This is an optimization exercise on Yosys and OpenROAD, whose aim is small area, a short achievable clock period and few clock cycles, not a production implementation.
Only the layout flow was run in this run; the RTL was not checked for function there.

**flow/config.mk**
```make
export PLATFORM = sky130hd
export DESIGN_NAME = CORDIC
export DESIGN_NICKNAME = CORDIC
export VERILOG_FILES = /design/flow/design.v
export SDC_FILE = /design/flow/constraint.sdc
export NUM_CORES = 4
export LEC_CHECK = 0
export ABC_AREA = 0
export CAP_MARGIN = 20
export CORE_MARGIN = 2
export CORE_UTILIZATION = 40
export SETUP_SLACK_MARGIN = 4
export SLEW_MARGIN = 20
export SYNTH_HIERARCHICAL = 1
export SYNTH_MINIMUM_KEEP_SIZE = 0
```
**flow/constraint.sdc**
```tcl
create_clock -name core_clock -period 7.5 [get_ports {clk}]
set_input_delay 1.5000 -clock core_clock [delete_from_list [all_inputs] [get_ports {clk}]]
set_output_delay 1.5000 -clock core_clock [all_outputs]
set_load 0.01 [all_outputs]
```
**flow/design.v**
```verilog
module CORDIC #(parameter integer W = 32)
(
    input wire clk,
    input wire start,
    input wire signed [31:0] x,
    input wire signed [31:0] y,
    output wire signed [W-1:0]phi,
    output wire done
);
reg [31:0] xr;
reg [31:0] yr;
reg [31:0] z;
reg [4:0] cnt;
reg dn;
reg b27;
wire d = yr[31];
wire [31:0] xs, ys, xn, yn, za, zn;
cordic_shr u_shx (.a(yr), .s(cnt), .o(xs));
cordic_shr u_shy (.a(xr), .s(cnt), .o(ys));
cordic_addsub u_addx (.a(xr), .bn(xs), .inv(d), .o(xn));
cordic_addsub u_addy (.a(yr), .bn(ys), .inv(~d), .o(yn));
cordic_ztab u_tab (.i(cnt), .d(d), .dn(dn), .o(za));
cordic_add u_addz (.a(z), .b(za), .o(zn));
cordic_fin u_fin (.a(z), .b(b27), .o(phi));
assign done = dn;
always @(posedge clk) begin
    if (start) begin
        xr  <= x;
        yr  <= y;
        z   <= 32'h906dfdfb;
    end else begin
        xr  <= xn;
        yr  <= yn;
        z   <= zn;
    end
    if (start) begin
        cnt <= 5'd0;
        dn  <= 1'b0;
    end else if (!dn) begin
        cnt <= cnt + 5'd1;
        dn  <= (cnt == 5'd26);
        b27 <= ~yn[31];
    end
end
endmodule
module cordic_pg (input wire [31:0] a, input wire [31:0] b, input wire cin, output wire [31:0] p, output wire [31:0] g);
assign p = a ^ b;
assign g = {a[31:1] & b[31:1], (a[0] & b[0]) | ((a[0] ^ b[0]) & cin)};
endmodule
module cordic_sum (input wire [31:0] p, input wire [31:0] c, input wire cin, output wire [31:0] o);
assign o = p ^ {c[30:0], cin};
endmodule
module cordic_sumn (input wire [31:0] p, input wire [31:0] c, input wire cin, output wire [31:0] o);
assign o = p ^ {~c[30:0], cin};
endmodule
module cordic_pre (input wire [31:0] a, input wire s, output wire [31:0] ax, output wire [31:0] an, output wire [31:0] ad);
assign ax = a ^ {32{s}};
assign an = a & ~{32{s}};
assign ad = a & {32{s}};
endmodule
module cordic_pgx (input wire [31:0] ax, input wire [31:0] an, input wire [31:0] ad, input wire [31:0] bn, input wire cin, output wire [31:0] p, output wire [31:0] g);
wire [31:0] g1 = (bn & ad) | (~bn & an);
assign p = ~(ax ^ bn);
assign g = {g1[31:1], g1[0] | (p[0] & cin)};
endmodule
module cordic_xor (input wire [31:0] a, input wire s, output wire [31:0] o);
assign o = a ^ {32{s}};
endmodule
module cordic_shl0 (input wire [31:0] a, input wire s, output wire [31:0] o);
assign o = ~(s ? {{1{a[31]}}, a[31:1]} : a);
endmodule
module cordic_shl1 (input wire [31:0] a, input wire s, output wire [31:0] o);
assign o = ~(s ? {{2{a[31]}}, a[31:2]} : a);
endmodule
module cordic_shl2 (input wire [31:0] a, input wire s, output wire [31:0] o);
assign o = ~(s ? {{4{a[31]}}, a[31:4]} : a);
endmodule
module cordic_shl3 (input wire [31:0] a, input wire s, output wire [31:0] o);
assign o = ~(s ? {{8{a[31]}}, a[31:8]} : a);
endmodule
module cordic_shl4 (input wire [31:0] a, input wire s, output wire [31:0] o);
assign o = ~(s ? {{16{a[31]}}, a[31:16]} : a);
endmodule
module cordic_shr (input wire [31:0] a, input wire [4:0] s, output wire [31:0] o);
wire [31:0] l0;
cordic_shl0 u_l0 (.a(a), .s(s[0]), .o(l0));
wire [31:0] l1;
cordic_shl1 u_l1 (.a(l0), .s(s[1]), .o(l1));
wire [31:0] l2;
cordic_shl2 u_l2 (.a(l1), .s(s[2]), .o(l2));
wire [31:0] l3;
cordic_shl3 u_l3 (.a(l2), .s(s[3]), .o(l3));
wire [31:0] l4;
cordic_shl4 u_l4 (.a(l3), .s(s[4]), .o(l4));
assign o = l4;
endmodule
module cordic_ks_lv0 (input wire [31:0] gi, input wire [31:0] pi, output wire [31:0] go, output wire [31:0] po);
assign go[0] = ~gi[0];
assign po[0] = ~pi[0];
assign go[1] = ~(gi[1] | (pi[1] & gi[0]));
assign po[1] = ~(pi[1] & pi[0]);
assign go[2] = ~(gi[2] | (pi[2] & gi[1]));
assign po[2] = ~(pi[2] & pi[1]);
assign go[3] = ~(gi[3] | (pi[3] & gi[2]));
assign po[3] = ~(pi[3] & pi[2]);
assign go[4] = ~(gi[4] | (pi[4] & gi[3]));
assign po[4] = ~(pi[4] & pi[3]);
assign go[5] = ~(gi[5] | (pi[5] & gi[4]));
assign po[5] = ~(pi[5] & pi[4]);
assign go[6] = ~(gi[6] | (pi[6] & gi[5]));
assign po[6] = ~(pi[6] & pi[5]);
assign go[7] = ~(gi[7] | (pi[7] & gi[6]));
assign po[7] = ~(pi[7] & pi[6]);
assign go[8] = ~(gi[8] | (pi[8] & gi[7]));
assign po[8] = ~(pi[8] & pi[7]);
assign go[9] = ~(gi[9] | (pi[9] & gi[8]));
assign po[9] = ~(pi[9] & pi[8]);
assign go[10] = ~(gi[10] | (pi[10] & gi[9]));
assign po[10] = ~(pi[10] & pi[9]);
assign go[11] = ~(gi[11] | (pi[11] & gi[10]));
assign po[11] = ~(pi[11] & pi[10]);
assign go[12] = ~(gi[12] | (pi[12] & gi[11]));
assign po[12] = ~(pi[12] & pi[11]);
assign go[13] = ~(gi[13] | (pi[13] & gi[12]));
assign po[13] = ~(pi[13] & pi[12]);
assign go[14] = ~(gi[14] | (pi[14] & gi[13]));
assign po[14] = ~(pi[14] & pi[13]);
assign go[15] = ~(gi[15] | (pi[15] & gi[14]));
assign po[15] = ~(pi[15] & pi[14]);
assign go[16] = ~(gi[16] | (pi[16] & gi[15]));
assign po[16] = ~(pi[16] & pi[15]);
assign go[17] = ~(gi[17] | (pi[17] & gi[16]));
assign po[17] = ~(pi[17] & pi[16]);
assign go[18] = ~(gi[18] | (pi[18] & gi[17]));
assign po[18] = ~(pi[18] & pi[17]);
assign go[19] = ~(gi[19] | (pi[19] & gi[18]));
assign po[19] = ~(pi[19] & pi[18]);
assign go[20] = ~(gi[20] | (pi[20] & gi[19]));
assign po[20] = ~(pi[20] & pi[19]);
assign go[21] = ~(gi[21] | (pi[21] & gi[20]));
assign po[21] = ~(pi[21] & pi[20]);
assign go[22] = ~(gi[22] | (pi[22] & gi[21]));
assign po[22] = ~(pi[22] & pi[21]);
assign go[23] = ~(gi[23] | (pi[23] & gi[22]));
assign po[23] = ~(pi[23] & pi[22]);
assign go[24] = ~(gi[24] | (pi[24] & gi[23]));
assign po[24] = ~(pi[24] & pi[23]);
assign go[25] = ~(gi[25] | (pi[25] & gi[24]));
assign po[25] = ~(pi[25] & pi[24]);
assign go[26] = ~(gi[26] | (pi[26] & gi[25]));
assign po[26] = ~(pi[26] & pi[25]);
assign go[27] = ~(gi[27] | (pi[27] & gi[26]));
assign po[27] = ~(pi[27] & pi[26]);
assign go[28] = ~(gi[28] | (pi[28] & gi[27]));
assign po[28] = ~(pi[28] & pi[27]);
assign go[29] = ~(gi[29] | (pi[29] & gi[28]));
assign po[29] = ~(pi[29] & pi[28]);
assign go[30] = ~(gi[30] | (pi[30] & gi[29]));
assign po[30] = ~(pi[30] & pi[29]);
assign go[31] = ~(gi[31] | (pi[31] & gi[30]));
assign po[31] = ~(pi[31] & pi[30]);
endmodule
module cordic_ks_lv1 (input wire [31:0] gi, input wire [31:0] pi, output wire [31:0] go, output wire [31:0] po);
assign go[0] = ~gi[0];
assign po[0] = ~pi[0];
assign go[1] = ~gi[1];
assign po[1] = ~pi[1];
assign go[2] = ~(gi[2] & (pi[2] | gi[0]));
assign po[2] = ~(pi[2] | pi[0]);
assign go[3] = ~(gi[3] & (pi[3] | gi[1]));
assign po[3] = ~(pi[3] | pi[1]);
assign go[4] = ~(gi[4] & (pi[4] | gi[2]));
assign po[4] = ~(pi[4] | pi[2]);
assign go[5] = ~(gi[5] & (pi[5] | gi[3]));
assign po[5] = ~(pi[5] | pi[3]);
assign go[6] = ~(gi[6] & (pi[6] | gi[4]));
assign po[6] = ~(pi[6] | pi[4]);
assign go[7] = ~(gi[7] & (pi[7] | gi[5]));
assign po[7] = ~(pi[7] | pi[5]);
assign go[8] = ~(gi[8] & (pi[8] | gi[6]));
assign po[8] = ~(pi[8] | pi[6]);
assign go[9] = ~(gi[9] & (pi[9] | gi[7]));
assign po[9] = ~(pi[9] | pi[7]);
assign go[10] = ~(gi[10] & (pi[10] | gi[8]));
assign po[10] = ~(pi[10] | pi[8]);
assign go[11] = ~(gi[11] & (pi[11] | gi[9]));
assign po[11] = ~(pi[11] | pi[9]);
assign go[12] = ~(gi[12] & (pi[12] | gi[10]));
assign po[12] = ~(pi[12] | pi[10]);
assign go[13] = ~(gi[13] & (pi[13] | gi[11]));
assign po[13] = ~(pi[13] | pi[11]);
assign go[14] = ~(gi[14] & (pi[14] | gi[12]));
assign po[14] = ~(pi[14] | pi[12]);
assign go[15] = ~(gi[15] & (pi[15] | gi[13]));
assign po[15] = ~(pi[15] | pi[13]);
assign go[16] = ~(gi[16] & (pi[16] | gi[14]));
assign po[16] = ~(pi[16] | pi[14]);
assign go[17] = ~(gi[17] & (pi[17] | gi[15]));
assign po[17] = ~(pi[17] | pi[15]);
assign go[18] = ~(gi[18] & (pi[18] | gi[16]));
assign po[18] = ~(pi[18] | pi[16]);
assign go[19] = ~(gi[19] & (pi[19] | gi[17]));
assign po[19] = ~(pi[19] | pi[17]);
assign go[20] = ~(gi[20] & (pi[20] | gi[18]));
assign po[20] = ~(pi[20] | pi[18]);
assign go[21] = ~(gi[21] & (pi[21] | gi[19]));
assign po[21] = ~(pi[21] | pi[19]);
assign go[22] = ~(gi[22] & (pi[22] | gi[20]));
assign po[22] = ~(pi[22] | pi[20]);
assign go[23] = ~(gi[23] & (pi[23] | gi[21]));
assign po[23] = ~(pi[23] | pi[21]);
assign go[24] = ~(gi[24] & (pi[24] | gi[22]));
assign po[24] = ~(pi[24] | pi[22]);
assign go[25] = ~(gi[25] & (pi[25] | gi[23]));
assign po[25] = ~(pi[25] | pi[23]);
assign go[26] = ~(gi[26] & (pi[26] | gi[24]));
assign po[26] = ~(pi[26] | pi[24]);
assign go[27] = ~(gi[27] & (pi[27] | gi[25]));
assign po[27] = ~(pi[27] | pi[25]);
assign go[28] = ~(gi[28] & (pi[28] | gi[26]));
assign po[28] = ~(pi[28] | pi[26]);
assign go[29] = ~(gi[29] & (pi[29] | gi[27]));
assign po[29] = ~(pi[29] | pi[27]);
assign go[30] = ~(gi[30] & (pi[30] | gi[28]));
assign po[30] = ~(pi[30] | pi[28]);
assign go[31] = ~(gi[31] & (pi[31] | gi[29]));
assign po[31] = ~(pi[31] | pi[29]);
endmodule
module cordic_ks_lv2 (input wire [31:0] gi, input wire [31:0] pi, output wire [31:0] go, output wire [31:0] po);
assign go[0] = ~gi[0];
assign po[0] = ~pi[0];
assign go[1] = ~gi[1];
assign po[1] = ~pi[1];
assign go[2] = ~gi[2];
assign po[2] = ~pi[2];
assign go[3] = ~gi[3];
assign po[3] = ~pi[3];
assign go[4] = ~(gi[4] | (pi[4] & gi[0]));
assign po[4] = ~(pi[4] & pi[0]);
assign go[5] = ~(gi[5] | (pi[5] & gi[1]));
assign po[5] = ~(pi[5] & pi[1]);
assign go[6] = ~(gi[6] | (pi[6] & gi[2]));
assign po[6] = ~(pi[6] & pi[2]);
assign go[7] = ~(gi[7] | (pi[7] & gi[3]));
assign po[7] = ~(pi[7] & pi[3]);
assign go[8] = ~(gi[8] | (pi[8] & gi[4]));
assign po[8] = ~(pi[8] & pi[4]);
assign go[9] = ~(gi[9] | (pi[9] & gi[5]));
assign po[9] = ~(pi[9] & pi[5]);
assign go[10] = ~(gi[10] | (pi[10] & gi[6]));
assign po[10] = ~(pi[10] & pi[6]);
assign go[11] = ~(gi[11] | (pi[11] & gi[7]));
assign po[11] = ~(pi[11] & pi[7]);
assign go[12] = ~(gi[12] | (pi[12] & gi[8]));
assign po[12] = ~(pi[12] & pi[8]);
assign go[13] = ~(gi[13] | (pi[13] & gi[9]));
assign po[13] = ~(pi[13] & pi[9]);
assign go[14] = ~(gi[14] | (pi[14] & gi[10]));
assign po[14] = ~(pi[14] & pi[10]);
assign go[15] = ~(gi[15] | (pi[15] & gi[11]));
assign po[15] = ~(pi[15] & pi[11]);
assign go[16] = ~(gi[16] | (pi[16] & gi[12]));
assign po[16] = ~(pi[16] & pi[12]);
assign go[17] = ~(gi[17] | (pi[17] & gi[13]));
assign po[17] = ~(pi[17] & pi[13]);
assign go[18] = ~(gi[18] | (pi[18] & gi[14]));
assign po[18] = ~(pi[18] & pi[14]);
assign go[19] = ~(gi[19] | (pi[19] & gi[15]));
assign po[19] = ~(pi[19] & pi[15]);
assign go[20] = ~(gi[20] | (pi[20] & gi[16]));
assign po[20] = ~(pi[20] & pi[16]);
assign go[21] = ~(gi[21] | (pi[21] & gi[17]));
assign po[21] = ~(pi[21] & pi[17]);
assign go[22] = ~(gi[22] | (pi[22] & gi[18]));
assign po[22] = ~(pi[22] & pi[18]);
assign go[23] = ~(gi[23] | (pi[23] & gi[19]));
assign po[23] = ~(pi[23] & pi[19]);
assign go[24] = ~(gi[24] | (pi[24] & gi[20]));
assign po[24] = ~(pi[24] & pi[20]);
assign go[25] = ~(gi[25] | (pi[25] & gi[21]));
assign po[25] = ~(pi[25] & pi[21]);
assign go[26] = ~(gi[26] | (pi[26] & gi[22]));
assign po[26] = ~(pi[26] & pi[22]);
assign go[27] = ~(gi[27] | (pi[27] & gi[23]));
assign po[27] = ~(pi[27] & pi[23]);
assign go[28] = ~(gi[28] | (pi[28] & gi[24]));
assign po[28] = ~(pi[28] & pi[24]);
assign go[29] = ~(gi[29] | (pi[29] & gi[25]));
assign po[29] = ~(pi[29] & pi[25]);
assign go[30] = ~(gi[30] | (pi[30] & gi[26]));
assign po[30] = ~(pi[30] & pi[26]);
assign go[31] = ~(gi[31] | (pi[31] & gi[27]));
assign po[31] = ~(pi[31] & pi[27]);
endmodule
module cordic_ks_lv3 (input wire [31:0] gi, input wire [31:0] pi, output wire [31:0] go, output wire [31:0] po);
assign go[0] = ~gi[0];
assign po[0] = ~pi[0];
assign go[1] = ~gi[1];
assign po[1] = ~pi[1];
assign go[2] = ~gi[2];
assign po[2] = ~pi[2];
assign go[3] = ~gi[3];
assign po[3] = ~pi[3];
assign go[4] = ~gi[4];
assign po[4] = ~pi[4];
assign go[5] = ~gi[5];
assign po[5] = ~pi[5];
assign go[6] = ~gi[6];
assign po[6] = ~pi[6];
assign go[7] = ~gi[7];
assign po[7] = ~pi[7];
assign go[8] = ~(gi[8] & (pi[8] | gi[0]));
assign po[8] = ~(pi[8] | pi[0]);
assign go[9] = ~(gi[9] & (pi[9] | gi[1]));
assign po[9] = ~(pi[9] | pi[1]);
assign go[10] = ~(gi[10] & (pi[10] | gi[2]));
assign po[10] = ~(pi[10] | pi[2]);
assign go[11] = ~(gi[11] & (pi[11] | gi[3]));
assign po[11] = ~(pi[11] | pi[3]);
assign go[12] = ~(gi[12] & (pi[12] | gi[4]));
assign po[12] = ~(pi[12] | pi[4]);
assign go[13] = ~(gi[13] & (pi[13] | gi[5]));
assign po[13] = ~(pi[13] | pi[5]);
assign go[14] = ~(gi[14] & (pi[14] | gi[6]));
assign po[14] = ~(pi[14] | pi[6]);
assign go[15] = ~(gi[15] & (pi[15] | gi[7]));
assign po[15] = ~(pi[15] | pi[7]);
assign go[16] = ~(gi[16] & (pi[16] | gi[8]));
assign po[16] = ~(pi[16] | pi[8]);
assign go[17] = ~(gi[17] & (pi[17] | gi[9]));
assign po[17] = ~(pi[17] | pi[9]);
assign go[18] = ~(gi[18] & (pi[18] | gi[10]));
assign po[18] = ~(pi[18] | pi[10]);
assign go[19] = ~(gi[19] & (pi[19] | gi[11]));
assign po[19] = ~(pi[19] | pi[11]);
assign go[20] = ~(gi[20] & (pi[20] | gi[12]));
assign po[20] = ~(pi[20] | pi[12]);
assign go[21] = ~(gi[21] & (pi[21] | gi[13]));
assign po[21] = ~(pi[21] | pi[13]);
assign go[22] = ~(gi[22] & (pi[22] | gi[14]));
assign po[22] = ~(pi[22] | pi[14]);
assign go[23] = ~(gi[23] & (pi[23] | gi[15]));
assign po[23] = ~(pi[23] | pi[15]);
assign go[24] = ~(gi[24] & (pi[24] | gi[16]));
assign po[24] = ~(pi[24] | pi[16]);
assign go[25] = ~(gi[25] & (pi[25] | gi[17]));
assign po[25] = ~(pi[25] | pi[17]);
assign go[26] = ~(gi[26] & (pi[26] | gi[18]));
assign po[26] = ~(pi[26] | pi[18]);
assign go[27] = ~(gi[27] & (pi[27] | gi[19]));
assign po[27] = ~(pi[27] | pi[19]);
assign go[28] = ~(gi[28] & (pi[28] | gi[20]));
assign po[28] = ~(pi[28] | pi[20]);
assign go[29] = ~(gi[29] & (pi[29] | gi[21]));
assign po[29] = ~(pi[29] | pi[21]);
assign go[30] = ~(gi[30] & (pi[30] | gi[22]));
assign po[30] = ~(pi[30] | pi[22]);
assign go[31] = ~(gi[31] & (pi[31] | gi[23]));
assign po[31] = ~(pi[31] | pi[23]);
endmodule
module cordic_ks_lv4 (input wire [31:0] gi, input wire [31:0] pi, output wire [31:0] go, output wire [31:0] po);
assign go[0] = ~gi[0];
assign po[0] = ~pi[0];
assign go[1] = ~gi[1];
assign po[1] = ~pi[1];
assign go[2] = ~gi[2];
assign po[2] = ~pi[2];
assign go[3] = ~gi[3];
assign po[3] = ~pi[3];
assign go[4] = ~gi[4];
assign po[4] = ~pi[4];
assign go[5] = ~gi[5];
assign po[5] = ~pi[5];
assign go[6] = ~gi[6];
assign po[6] = ~pi[6];
assign go[7] = ~gi[7];
assign po[7] = ~pi[7];
assign go[8] = ~gi[8];
assign po[8] = ~pi[8];
assign go[9] = ~gi[9];
assign po[9] = ~pi[9];
assign go[10] = ~gi[10];
assign po[10] = ~pi[10];
assign go[11] = ~gi[11];
assign po[11] = ~pi[11];
assign go[12] = ~gi[12];
assign po[12] = ~pi[12];
assign go[13] = ~gi[13];
assign po[13] = ~pi[13];
assign go[14] = ~gi[14];
assign po[14] = ~pi[14];
assign go[15] = ~gi[15];
assign po[15] = ~pi[15];
assign go[16] = ~(gi[16] | (pi[16] & gi[0]));
assign po[16] = ~(pi[16] & pi[0]);
assign go[17] = ~(gi[17] | (pi[17] & gi[1]));
assign po[17] = ~(pi[17] & pi[1]);
assign go[18] = ~(gi[18] | (pi[18] & gi[2]));
assign po[18] = ~(pi[18] & pi[2]);
assign go[19] = ~(gi[19] | (pi[19] & gi[3]));
assign po[19] = ~(pi[19] & pi[3]);
assign go[20] = ~(gi[20] | (pi[20] & gi[4]));
assign po[20] = ~(pi[20] & pi[4]);
assign go[21] = ~(gi[21] | (pi[21] & gi[5]));
assign po[21] = ~(pi[21] & pi[5]);
assign go[22] = ~(gi[22] | (pi[22] & gi[6]));
assign po[22] = ~(pi[22] & pi[6]);
assign go[23] = ~(gi[23] | (pi[23] & gi[7]));
assign po[23] = ~(pi[23] & pi[7]);
assign go[24] = ~(gi[24] | (pi[24] & gi[8]));
assign po[24] = ~(pi[24] & pi[8]);
assign go[25] = ~(gi[25] | (pi[25] & gi[9]));
assign po[25] = ~(pi[25] & pi[9]);
assign go[26] = ~(gi[26] | (pi[26] & gi[10]));
assign po[26] = ~(pi[26] & pi[10]);
assign go[27] = ~(gi[27] | (pi[27] & gi[11]));
assign po[27] = ~(pi[27] & pi[11]);
assign go[28] = ~(gi[28] | (pi[28] & gi[12]));
assign po[28] = ~(pi[28] & pi[12]);
assign go[29] = ~(gi[29] | (pi[29] & gi[13]));
assign po[29] = ~(pi[29] & pi[13]);
assign go[30] = ~(gi[30] | (pi[30] & gi[14]));
assign po[30] = ~(pi[30] & pi[14]);
assign go[31] = ~(gi[31] | (pi[31] & gi[15]));
assign po[31] = ~(pi[31] & pi[15]);
endmodule
module cordic_addsub (input wire [31:0] a, input wire [31:0] bn, input wire inv, output wire [31:0] o);
wire [31:0] ax, an, ad;
cordic_pre u_pre (.a(a), .s(inv), .ax(ax), .an(an), .ad(ad));
wire [31:0] p, g0;
cordic_pgx u_pg (.ax(ax), .an(an), .ad(ad), .bn(bn), .cin(inv), .p(p), .g(g0));
wire [31:0] g1, p1;
cordic_ks_lv0 u_l0 (.gi(g0), .pi(p), .go(g1), .po(p1));
wire [31:0] g2, p2;
cordic_ks_lv1 u_l1 (.gi(g1), .pi(p1), .go(g2), .po(p2));
wire [31:0] g3, p3;
cordic_ks_lv2 u_l2 (.gi(g2), .pi(p2), .go(g3), .po(p3));
wire [31:0] g4, p4;
cordic_ks_lv3 u_l3 (.gi(g3), .pi(p3), .go(g4), .po(p4));
wire [31:0] g5, p5;
cordic_ks_lv4 u_l4 (.gi(g4), .pi(p4), .go(g5), .po(p5));
cordic_sumn u_s (.p(p), .c(g5), .cin(inv), .o(o));
endmodule
module cordic_sk_lv0 (input wire [31:0] gi, input wire [31:0] pi, output wire [31:0] go, output wire [31:0] po);
assign go[0] = ~gi[0];
assign po[0] = ~pi[0];
assign go[1] = ~(gi[1] | (pi[1] & gi[0]));
assign po[1] = ~(pi[1] & pi[0]);
assign go[2] = ~gi[2];
assign po[2] = ~pi[2];
assign go[3] = ~(gi[3] | (pi[3] & gi[2]));
assign po[3] = ~(pi[3] & pi[2]);
assign go[4] = ~gi[4];
assign po[4] = ~pi[4];
assign go[5] = ~(gi[5] | (pi[5] & gi[4]));
assign po[5] = ~(pi[5] & pi[4]);
assign go[6] = ~gi[6];
assign po[6] = ~pi[6];
assign go[7] = ~(gi[7] | (pi[7] & gi[6]));
assign po[7] = ~(pi[7] & pi[6]);
assign go[8] = ~gi[8];
assign po[8] = ~pi[8];
assign go[9] = ~(gi[9] | (pi[9] & gi[8]));
assign po[9] = ~(pi[9] & pi[8]);
assign go[10] = ~gi[10];
assign po[10] = ~pi[10];
assign go[11] = ~(gi[11] | (pi[11] & gi[10]));
assign po[11] = ~(pi[11] & pi[10]);
assign go[12] = ~gi[12];
assign po[12] = ~pi[12];
assign go[13] = ~(gi[13] | (pi[13] & gi[12]));
assign po[13] = ~(pi[13] & pi[12]);
assign go[14] = ~gi[14];
assign po[14] = ~pi[14];
assign go[15] = ~(gi[15] | (pi[15] & gi[14]));
assign po[15] = ~(pi[15] & pi[14]);
assign go[16] = ~gi[16];
assign po[16] = ~pi[16];
assign go[17] = ~(gi[17] | (pi[17] & gi[16]));
assign po[17] = ~(pi[17] & pi[16]);
assign go[18] = ~gi[18];
assign po[18] = ~pi[18];
assign go[19] = ~(gi[19] | (pi[19] & gi[18]));
assign po[19] = ~(pi[19] & pi[18]);
assign go[20] = ~gi[20];
assign po[20] = ~pi[20];
assign go[21] = ~(gi[21] | (pi[21] & gi[20]));
assign po[21] = ~(pi[21] & pi[20]);
assign go[22] = ~gi[22];
assign po[22] = ~pi[22];
assign go[23] = ~(gi[23] | (pi[23] & gi[22]));
assign po[23] = ~(pi[23] & pi[22]);
assign go[24] = ~gi[24];
assign po[24] = ~pi[24];
assign go[25] = ~(gi[25] | (pi[25] & gi[24]));
assign po[25] = ~(pi[25] & pi[24]);
assign go[26] = ~gi[26];
assign po[26] = ~pi[26];
assign go[27] = ~(gi[27] | (pi[27] & gi[26]));
assign po[27] = ~(pi[27] & pi[26]);
assign go[28] = ~gi[28];
assign po[28] = ~pi[28];
assign go[29] = ~(gi[29] | (pi[29] & gi[28]));
assign po[29] = ~(pi[29] & pi[28]);
assign go[30] = ~gi[30];
assign po[30] = ~pi[30];
assign go[31] = ~(gi[31] | (pi[31] & gi[30]));
assign po[31] = ~(pi[31] & pi[30]);
endmodule
module cordic_sk_lv1 (input wire [31:0] gi, input wire [31:0] pi, output wire [31:0] go, output wire [31:0] po);
assign go[0] = ~gi[0];
assign po[0] = ~pi[0];
assign go[1] = ~gi[1];
assign po[1] = ~pi[1];
assign go[2] = ~(gi[2] & (pi[2] | gi[1]));
assign po[2] = ~(pi[2] | pi[1]);
assign go[3] = ~(gi[3] & (pi[3] | gi[1]));
assign po[3] = ~(pi[3] | pi[1]);
assign go[4] = ~gi[4];
assign po[4] = ~pi[4];
assign go[5] = ~gi[5];
assign po[5] = ~pi[5];
assign go[6] = ~(gi[6] & (pi[6] | gi[5]));
assign po[6] = ~(pi[6] | pi[5]);
assign go[7] = ~(gi[7] & (pi[7] | gi[5]));
assign po[7] = ~(pi[7] | pi[5]);
assign go[8] = ~gi[8];
assign po[8] = ~pi[8];
assign go[9] = ~gi[9];
assign po[9] = ~pi[9];
assign go[10] = ~(gi[10] & (pi[10] | gi[9]));
assign po[10] = ~(pi[10] | pi[9]);
assign go[11] = ~(gi[11] & (pi[11] | gi[9]));
assign po[11] = ~(pi[11] | pi[9]);
assign go[12] = ~gi[12];
assign po[12] = ~pi[12];
assign go[13] = ~gi[13];
assign po[13] = ~pi[13];
assign go[14] = ~(gi[14] & (pi[14] | gi[13]));
assign po[14] = ~(pi[14] | pi[13]);
assign go[15] = ~(gi[15] & (pi[15] | gi[13]));
assign po[15] = ~(pi[15] | pi[13]);
assign go[16] = ~gi[16];
assign po[16] = ~pi[16];
assign go[17] = ~gi[17];
assign po[17] = ~pi[17];
assign go[18] = ~(gi[18] & (pi[18] | gi[17]));
assign po[18] = ~(pi[18] | pi[17]);
assign go[19] = ~(gi[19] & (pi[19] | gi[17]));
assign po[19] = ~(pi[19] | pi[17]);
assign go[20] = ~gi[20];
assign po[20] = ~pi[20];
assign go[21] = ~gi[21];
assign po[21] = ~pi[21];
assign go[22] = ~(gi[22] & (pi[22] | gi[21]));
assign po[22] = ~(pi[22] | pi[21]);
assign go[23] = ~(gi[23] & (pi[23] | gi[21]));
assign po[23] = ~(pi[23] | pi[21]);
assign go[24] = ~gi[24];
assign po[24] = ~pi[24];
assign go[25] = ~gi[25];
assign po[25] = ~pi[25];
assign go[26] = ~(gi[26] & (pi[26] | gi[25]));
assign po[26] = ~(pi[26] | pi[25]);
assign go[27] = ~(gi[27] & (pi[27] | gi[25]));
assign po[27] = ~(pi[27] | pi[25]);
assign go[28] = ~gi[28];
assign po[28] = ~pi[28];
assign go[29] = ~gi[29];
assign po[29] = ~pi[29];
assign go[30] = ~(gi[30] & (pi[30] | gi[29]));
assign po[30] = ~(pi[30] | pi[29]);
assign go[31] = ~(gi[31] & (pi[31] | gi[29]));
assign po[31] = ~(pi[31] | pi[29]);
endmodule
module cordic_sk_lv2 (input wire [31:0] gi, input wire [31:0] pi, output wire [31:0] go, output wire [31:0] po);
assign go[0] = ~gi[0];
assign po[0] = ~pi[0];
assign go[1] = ~gi[1];
assign po[1] = ~pi[1];
assign go[2] = ~gi[2];
assign po[2] = ~pi[2];
assign go[3] = ~gi[3];
assign po[3] = ~pi[3];
assign go[4] = ~(gi[4] | (pi[4] & gi[3]));
assign po[4] = ~(pi[4] & pi[3]);
assign go[5] = ~(gi[5] | (pi[5] & gi[3]));
assign po[5] = ~(pi[5] & pi[3]);
assign go[6] = ~(gi[6] | (pi[6] & gi[3]));
assign po[6] = ~(pi[6] & pi[3]);
assign go[7] = ~(gi[7] | (pi[7] & gi[3]));
assign po[7] = ~(pi[7] & pi[3]);
assign go[8] = ~gi[8];
assign po[8] = ~pi[8];
assign go[9] = ~gi[9];
assign po[9] = ~pi[9];
assign go[10] = ~gi[10];
assign po[10] = ~pi[10];
assign go[11] = ~gi[11];
assign po[11] = ~pi[11];
assign go[12] = ~(gi[12] | (pi[12] & gi[11]));
assign po[12] = ~(pi[12] & pi[11]);
assign go[13] = ~(gi[13] | (pi[13] & gi[11]));
assign po[13] = ~(pi[13] & pi[11]);
assign go[14] = ~(gi[14] | (pi[14] & gi[11]));
assign po[14] = ~(pi[14] & pi[11]);
assign go[15] = ~(gi[15] | (pi[15] & gi[11]));
assign po[15] = ~(pi[15] & pi[11]);
assign go[16] = ~gi[16];
assign po[16] = ~pi[16];
assign go[17] = ~gi[17];
assign po[17] = ~pi[17];
assign go[18] = ~gi[18];
assign po[18] = ~pi[18];
assign go[19] = ~gi[19];
assign po[19] = ~pi[19];
assign go[20] = ~(gi[20] | (pi[20] & gi[19]));
assign po[20] = ~(pi[20] & pi[19]);
assign go[21] = ~(gi[21] | (pi[21] & gi[19]));
assign po[21] = ~(pi[21] & pi[19]);
assign go[22] = ~(gi[22] | (pi[22] & gi[19]));
assign po[22] = ~(pi[22] & pi[19]);
assign go[23] = ~(gi[23] | (pi[23] & gi[19]));
assign po[23] = ~(pi[23] & pi[19]);
assign go[24] = ~gi[24];
assign po[24] = ~pi[24];
assign go[25] = ~gi[25];
assign po[25] = ~pi[25];
assign go[26] = ~gi[26];
assign po[26] = ~pi[26];
assign go[27] = ~gi[27];
assign po[27] = ~pi[27];
assign go[28] = ~(gi[28] | (pi[28] & gi[27]));
assign po[28] = ~(pi[28] & pi[27]);
assign go[29] = ~(gi[29] | (pi[29] & gi[27]));
assign po[29] = ~(pi[29] & pi[27]);
assign go[30] = ~(gi[30] | (pi[30] & gi[27]));
assign po[30] = ~(pi[30] & pi[27]);
assign go[31] = ~(gi[31] | (pi[31] & gi[27]));
assign po[31] = ~(pi[31] & pi[27]);
endmodule
module cordic_sk_lv3 (input wire [31:0] gi, input wire [31:0] pi, output wire [31:0] go, output wire [31:0] po);
assign go[0] = ~gi[0];
assign po[0] = ~pi[0];
assign go[1] = ~gi[1];
assign po[1] = ~pi[1];
assign go[2] = ~gi[2];
assign po[2] = ~pi[2];
assign go[3] = ~gi[3];
assign po[3] = ~pi[3];
assign go[4] = ~gi[4];
assign po[4] = ~pi[4];
assign go[5] = ~gi[5];
assign po[5] = ~pi[5];
assign go[6] = ~gi[6];
assign po[6] = ~pi[6];
assign go[7] = ~gi[7];
assign po[7] = ~pi[7];
assign go[8] = ~(gi[8] & (pi[8] | gi[7]));
assign po[8] = ~(pi[8] | pi[7]);
assign go[9] = ~(gi[9] & (pi[9] | gi[7]));
assign po[9] = ~(pi[9] | pi[7]);
assign go[10] = ~(gi[10] & (pi[10] | gi[7]));
assign po[10] = ~(pi[10] | pi[7]);
assign go[11] = ~(gi[11] & (pi[11] | gi[7]));
assign po[11] = ~(pi[11] | pi[7]);
assign go[12] = ~(gi[12] & (pi[12] | gi[7]));
assign po[12] = ~(pi[12] | pi[7]);
assign go[13] = ~(gi[13] & (pi[13] | gi[7]));
assign po[13] = ~(pi[13] | pi[7]);
assign go[14] = ~(gi[14] & (pi[14] | gi[7]));
assign po[14] = ~(pi[14] | pi[7]);
assign go[15] = ~(gi[15] & (pi[15] | gi[7]));
assign po[15] = ~(pi[15] | pi[7]);
assign go[16] = ~gi[16];
assign po[16] = ~pi[16];
assign go[17] = ~gi[17];
assign po[17] = ~pi[17];
assign go[18] = ~gi[18];
assign po[18] = ~pi[18];
assign go[19] = ~gi[19];
assign po[19] = ~pi[19];
assign go[20] = ~gi[20];
assign po[20] = ~pi[20];
assign go[21] = ~gi[21];
assign po[21] = ~pi[21];
assign go[22] = ~gi[22];
assign po[22] = ~pi[22];
assign go[23] = ~gi[23];
assign po[23] = ~pi[23];
assign go[24] = ~(gi[24] & (pi[24] | gi[23]));
assign po[24] = ~(pi[24] | pi[23]);
assign go[25] = ~(gi[25] & (pi[25] | gi[23]));
assign po[25] = ~(pi[25] | pi[23]);
assign go[26] = ~(gi[26] & (pi[26] | gi[23]));
assign po[26] = ~(pi[26] | pi[23]);
assign go[27] = ~(gi[27] & (pi[27] | gi[23]));
assign po[27] = ~(pi[27] | pi[23]);
assign go[28] = ~(gi[28] & (pi[28] | gi[23]));
assign po[28] = ~(pi[28] | pi[23]);
assign go[29] = ~(gi[29] & (pi[29] | gi[23]));
assign po[29] = ~(pi[29] | pi[23]);
assign go[30] = ~(gi[30] & (pi[30] | gi[23]));
assign po[30] = ~(pi[30] | pi[23]);
assign go[31] = ~(gi[31] & (pi[31] | gi[23]));
assign po[31] = ~(pi[31] | pi[23]);
endmodule
module cordic_sk_lv4 (input wire [31:0] gi, input wire [31:0] pi, output wire [31:0] go, output wire [31:0] po);
assign go[0] = ~gi[0];
assign po[0] = ~pi[0];
assign go[1] = ~gi[1];
assign po[1] = ~pi[1];
assign go[2] = ~gi[2];
assign po[2] = ~pi[2];
assign go[3] = ~gi[3];
assign po[3] = ~pi[3];
assign go[4] = ~gi[4];
assign po[4] = ~pi[4];
assign go[5] = ~gi[5];
assign po[5] = ~pi[5];
assign go[6] = ~gi[6];
assign po[6] = ~pi[6];
assign go[7] = ~gi[7];
assign po[7] = ~pi[7];
assign go[8] = ~gi[8];
assign po[8] = ~pi[8];
assign go[9] = ~gi[9];
assign po[9] = ~pi[9];
assign go[10] = ~gi[10];
assign po[10] = ~pi[10];
assign go[11] = ~gi[11];
assign po[11] = ~pi[11];
assign go[12] = ~gi[12];
assign po[12] = ~pi[12];
assign go[13] = ~gi[13];
assign po[13] = ~pi[13];
assign go[14] = ~gi[14];
assign po[14] = ~pi[14];
assign go[15] = ~gi[15];
assign po[15] = ~pi[15];
assign go[16] = ~(gi[16] | (pi[16] & gi[15]));
assign po[16] = ~(pi[16] & pi[15]);
assign go[17] = ~(gi[17] | (pi[17] & gi[15]));
assign po[17] = ~(pi[17] & pi[15]);
assign go[18] = ~(gi[18] | (pi[18] & gi[15]));
assign po[18] = ~(pi[18] & pi[15]);
assign go[19] = ~(gi[19] | (pi[19] & gi[15]));
assign po[19] = ~(pi[19] & pi[15]);
assign go[20] = ~(gi[20] | (pi[20] & gi[15]));
assign po[20] = ~(pi[20] & pi[15]);
assign go[21] = ~(gi[21] | (pi[21] & gi[15]));
assign po[21] = ~(pi[21] & pi[15]);
assign go[22] = ~(gi[22] | (pi[22] & gi[15]));
assign po[22] = ~(pi[22] & pi[15]);
assign go[23] = ~(gi[23] | (pi[23] & gi[15]));
assign po[23] = ~(pi[23] & pi[15]);
assign go[24] = ~(gi[24] | (pi[24] & gi[15]));
assign po[24] = ~(pi[24] & pi[15]);
assign go[25] = ~(gi[25] | (pi[25] & gi[15]));
assign po[25] = ~(pi[25] & pi[15]);
assign go[26] = ~(gi[26] | (pi[26] & gi[15]));
assign po[26] = ~(pi[26] & pi[15]);
assign go[27] = ~(gi[27] | (pi[27] & gi[15]));
assign po[27] = ~(pi[27] & pi[15]);
assign go[28] = ~(gi[28] | (pi[28] & gi[15]));
assign po[28] = ~(pi[28] & pi[15]);
assign go[29] = ~(gi[29] | (pi[29] & gi[15]));
assign po[29] = ~(pi[29] & pi[15]);
assign go[30] = ~(gi[30] | (pi[30] & gi[15]));
assign po[30] = ~(pi[30] & pi[15]);
assign go[31] = ~(gi[31] | (pi[31] & gi[15]));
assign po[31] = ~(pi[31] & pi[15]);
endmodule
module cordic_add (input wire [31:0] a, input wire [31:0] b, output wire [31:0] o);
wire [31:0] p, g0;
cordic_pg u_pg (.a(a), .b(b), .cin(1'b0), .p(p), .g(g0));
wire [31:0] g1, p1;
cordic_sk_lv0 u_l0 (.gi(g0), .pi(p), .go(g1), .po(p1));
wire [31:0] g2, p2;
cordic_sk_lv1 u_l1 (.gi(g1), .pi(p1), .go(g2), .po(p2));
wire [31:0] g3, p3;
cordic_sk_lv2 u_l2 (.gi(g2), .pi(p2), .go(g3), .po(p3));
wire [31:0] g4, p4;
cordic_sk_lv3 u_l3 (.gi(g3), .pi(p3), .go(g4), .po(p4));
wire [31:0] g5, p5;
cordic_sk_lv4 u_l4 (.gi(g4), .pi(p4), .go(g5), .po(p5));
cordic_sumn u_s (.p(p), .c(g5), .cin(1'b0), .o(o));
endmodule
module cordic_ztab (input wire [4:0] i, input wire d, input wire dn, output wire [31:0] o);
wire [31:0] t =
    ({32{i == 5'd0}} & 32'h6487ed52) |
    ({32{i == 5'd1}} & 32'h3b58ce0a) |
    ({32{i == 5'd2}} & 32'h1f5b75fa) |
    ({32{i == 5'd3}} & 32'h0feadd4e) |
    ({32{i == 5'd4}} & 32'h07fd56ee) |
    ({32{i == 5'd5}} & 32'h03ffaab8) |
    ({32{i == 5'd6}} & 32'h01fff556) |
    ({32{i == 5'd7}} & 32'h00fffeaa) |
    ({32{i == 5'd8}} & 32'h007fffd6) |
    ({32{i == 5'd9}} & 32'h003ffffa) |
    ({32{i == 5'd10}} & 32'h00200000) |
    ({32{i == 5'd11}} & 32'h00100000) |
    ({32{i == 5'd12}} & 32'h00080000) |
    ({32{i == 5'd13}} & 32'h00040000) |
    ({32{i == 5'd14}} & 32'h00020000) |
    ({32{i == 5'd15}} & 32'h00010000) |
    ({32{i == 5'd16}} & 32'h00008000) |
    ({32{i == 5'd17}} & 32'h00004000) |
    ({32{i == 5'd18}} & 32'h00002000) |
    ({32{i == 5'd19}} & 32'h00001000) |
    ({32{i == 5'd20}} & 32'h00000800) |
    ({32{i == 5'd21}} & 32'h00000400) |
    ({32{i == 5'd22}} & 32'h00000200) |
    ({32{i == 5'd23}} & 32'h00000100) |
    ({32{i == 5'd24}} & 32'h00000080) |
    ({32{i == 5'd25}} & 32'h00000040) |
    ({32{i == 5'd26}} & 32'h00000020);
assign o = (d | dn) ? 32'h0 : t;
endmodule
module cordic_fin (input wire [31:0] a, input wire b, output wire [31:0] o);
assign o = {a[31:4] + {27'd0, b}, a[3:0]};
endmodule
```
**flow/run.sh**
```bash
#!/bin/bash
# synth_recipe.tcl (not shown) runs the flow's synth.tcl, then flattens the netlist and writes it again
# the make line also repeats each setting of config.mk as NAME=value (left out here)
make -C /OpenROAD-flow-scripts/flow DESIGN_CONFIG=/design/flow/config.mk WORK_HOME=/design/flow/orfs CLKGATE_MAP_FILE= SYNTH_SCRIPT=/design/flow/synth_recipe.tcl finish
```
==> summary.txt <==
==> worst reg2reg max path, stage by stage, from the launching register on <==
cell       delay, ns
dfxtp_4         0.44
buf_6           0.14
clkbuf_16       0.15
buf_6           0.10
mux2i_2         0.26
mux2i_1         0.17
mux2i_1         0.28
mux2i_1         0.18
mux2i_4         0.30
mux2_4          0.38
a21oi_4         0.19
o21ai_2         0.12
a21oi_2         0.26
o21ai_1         0.14
a21oi_2         0.17
xnor2_2         0.09
mux2_4          0.28
==> timing repair <==
| item | CTS | global route |
|---|---|---|
| setup endpoints to repair | 113 | 95 |
| pin swaps | 25 | 150 |
| buffers inserted | 59 | 85 |
| gates cloned | 5 | 6 |
| gates resized for setup | 341 | 548 |
==> placed cells by master, fill, tap and decap left out, types with 86 or more instances in the layout <==
master,n
nand2_1,103
a21oi_2,94
mux2i_2,105
inv_1,253
mux2_4,86
mux2i_1,121
buf_4,96
xnor2_1,107
ha_1,161
dfxtp_1,91
==> final timing paths <==
| path | end | cells after the start | startpoint |
|---|---|---|---|
| worst min-delay path | cnt[1] | 2 | dn |
| worst min register to register | cnt[1] | 2 | dn |
| worst max-delay path | yr[17] | 16 | cnt[0] |
| worst max register to register | yr[17] | 16 | cnt[0] |
==> final cells by class <==
class                           instances  share of cell area (%)
Inverter                              275                    4.51
Timing Repair Buffer                  258                    11.6
Sequential cell                       103                    9.06
Clock buffer                            9                   0.969
Multi-Input combinational cell       1550                    70.6
Tap cell                              532                    2.86
Clock inverter                          7                   0.345
Timing Repair inverter                  2                  0.0646
==> flip-flops by register name, indices dropped and copies added, names as in the netlist <==
signal,count
dn,1
yr,32
cnt,5
b27,1
xr,32
z,32
==> routing by layer <==
metal,up-vias,routed length [um]
met5,-,0
met2,580,28200
met3,162,3140
li1,7178,-
met1,7415,24700
met4,0,2930
==> through the flow <==
| step | hold WS, ns | cells | util, % |
|---|---|---|---|
| 2_1_floorplan | 0.591 | 2010 | - |
| 3_3_place_gp | 0.652 | 2565 | 42.5 |
| 3_5_place_dp | 0.664 | 2565 | 42.5 |
| 4_1_cts | 0.678 | 2645 | 48.1 |
| 5_1_grt | 0.684 | 2736 | 57.1 |
| 6_report | 0.647 | 2736 | 57.1 |
==> qor.yml <==
run_status:
  result_of_the_run: "no timing/DRC/antenna violations"
cts:
  cts_max_level: 3
  clk_root_buffer_cell: "clkbuf_16"
  tritoncts: "built"
  clk_pin_slew_worst_paths_ns: 0.09
  clock_insertion_delay_worst_skew_ns: 0.40
  clkSinkCount: 103
  cts_buffers: 9
  clk_path_buf_depth: 2
  holdBufCountCts: 0
grt:
  globalRouteMet2Util_pct: 40.1
  grt_remaining_overflow: 0
  grt_first_pass_wirelength_um: 80000
  globalRouteMet3Util_pct: 2.54
  grt_util_met1_pct: 32.4
  antenna_found_initial: 0
  grt_pass1_vias: 14300
  global_route.peak_usage_layer: "met2"
  grt_util_all_layers_pct: 24.3
  grt_start_max_net_pins: 64
routing:
  residual_drc: 0
  antenna_left: 0
  vias: 15300
  avgRoutedWirePerCell_um: 21.5
  drt_first_pass_iters: 6
  wl_um: 59000
  drt-initial-drc-count: 1221
  avgViaCountPerCell: 5.60
layout:
  layout.nets: 2428
  area.sequential_um2: 2110
  fill_cells: 3345
  diodes: 0
  area_of_combinational_cells_with_multiple_inputs_um2: 16400
  drive_above_1_share_pct: 42.9
  flow.area_growth_from_synthesis_pct: 41.4
  final_area_um2: 23200
floorplanning:
  std_cell_rows: 74
  boundaryPins: 99
  initial_core_util_pct: 40.4
  placeableCoreArea_um2: 40700
  die_height_um: 207
  dieArea_um2: 42700
  die_width_um: 207
setup_path:
  cp.required_ns: 7.79
  critical_path_class: "reg2reg"
  r2r_setup_slack_ns: 3.72
  timing.critical_path.arrival_ns: 4.08
  cp_slowest_cell: "dfxtp_4"
  crit_path_cell_trace: "buf_6, clkbuf_16, buf_6, mux2i_2, mux2i_1, mux2i_1, mux2i_1, mux2i_4, mux2_4, a21oi_4, o21ai_2, a21oi_2, o21ai_1, a21oi_2, xnor2_2, mux2_4"
  maximum_fanout_count_along_the_critical_path: 6
  crit_path_end_kind: "register"
  timing.critical_path.buf_inv: 3
  critical_path.top_delay_family: "multiplexers"
  cp_common_cell: "mux2i_1"
  cp-start-kind: "register"
  critPathMaxStageDelay_ns: 0.44
logic_synthesis:
  syn-instance-count: 2008
  synth-warning-count: 7
  synth_area_per_cell_um2: 8.19
  post_synth_instance_area_um2: 16400
sta:
  setup_skew_after_layout_ns: 0.0171
  rsz0062_at_grt: "true"
  min_period_over_period_pct: 50.5
  fmax_mhz: 264
  timing_hold_violations_final: 0
  finalWorstPathRequiredPeriod_ns: 3.78
  finalSetupViolations: 0
  tns_ns: 0
  layout_setup_ws_ns: 3.72
  final_max_slew_viol_count: 0
  max_slew_margin_pct: 37.3
  tightestPinTransition_ns: 0.940
run:
  max_cap_violations: 0
worst_hold_path:
  min-delay-path-class: "reg2reg"
placement:
  detailed_place.area_um2: 17300
  gp_congestion: 0.973
  place_ws_ns: 2.85
  dpl.hpwl_um: 38800
  portBuffers: 98

[re-timing with driven ports]
Ports are ideal in the flow. The routed layout listed here was re-timed in OpenROAD. Step 1 (the two cells are an assumption about what drives the block):
set clk [get_ports {clk}]
set_driving_cell -lib_cell sky130_fd_sc_hd__clkbuf_16 $clk
set_driving_cell -lib_cell sky130_fd_sc_hd__buf_2 [delete_from_list [all_inputs] $clk]
Step 2, shift: input delay + t, output delay - t, t = (earliest + latest rising clock arrival at the registers) / 2. This alone moves slack from input paths to output paths. Slacks: ideal / step 1 / step 2; pairs: ideal / step 1.
t, ns: 0.450
setup WS [ns]: 3.716 / 3.664 / 3.716
slew at the worst register clock pin (ns): 0.09 / 0.09
cell pins on the clock port's net: 1
After both steps this run still meets setup and hold. For this run, drivers alone change the setup slack by -0.052 ns; drivers and shift together by 0.000 ns.
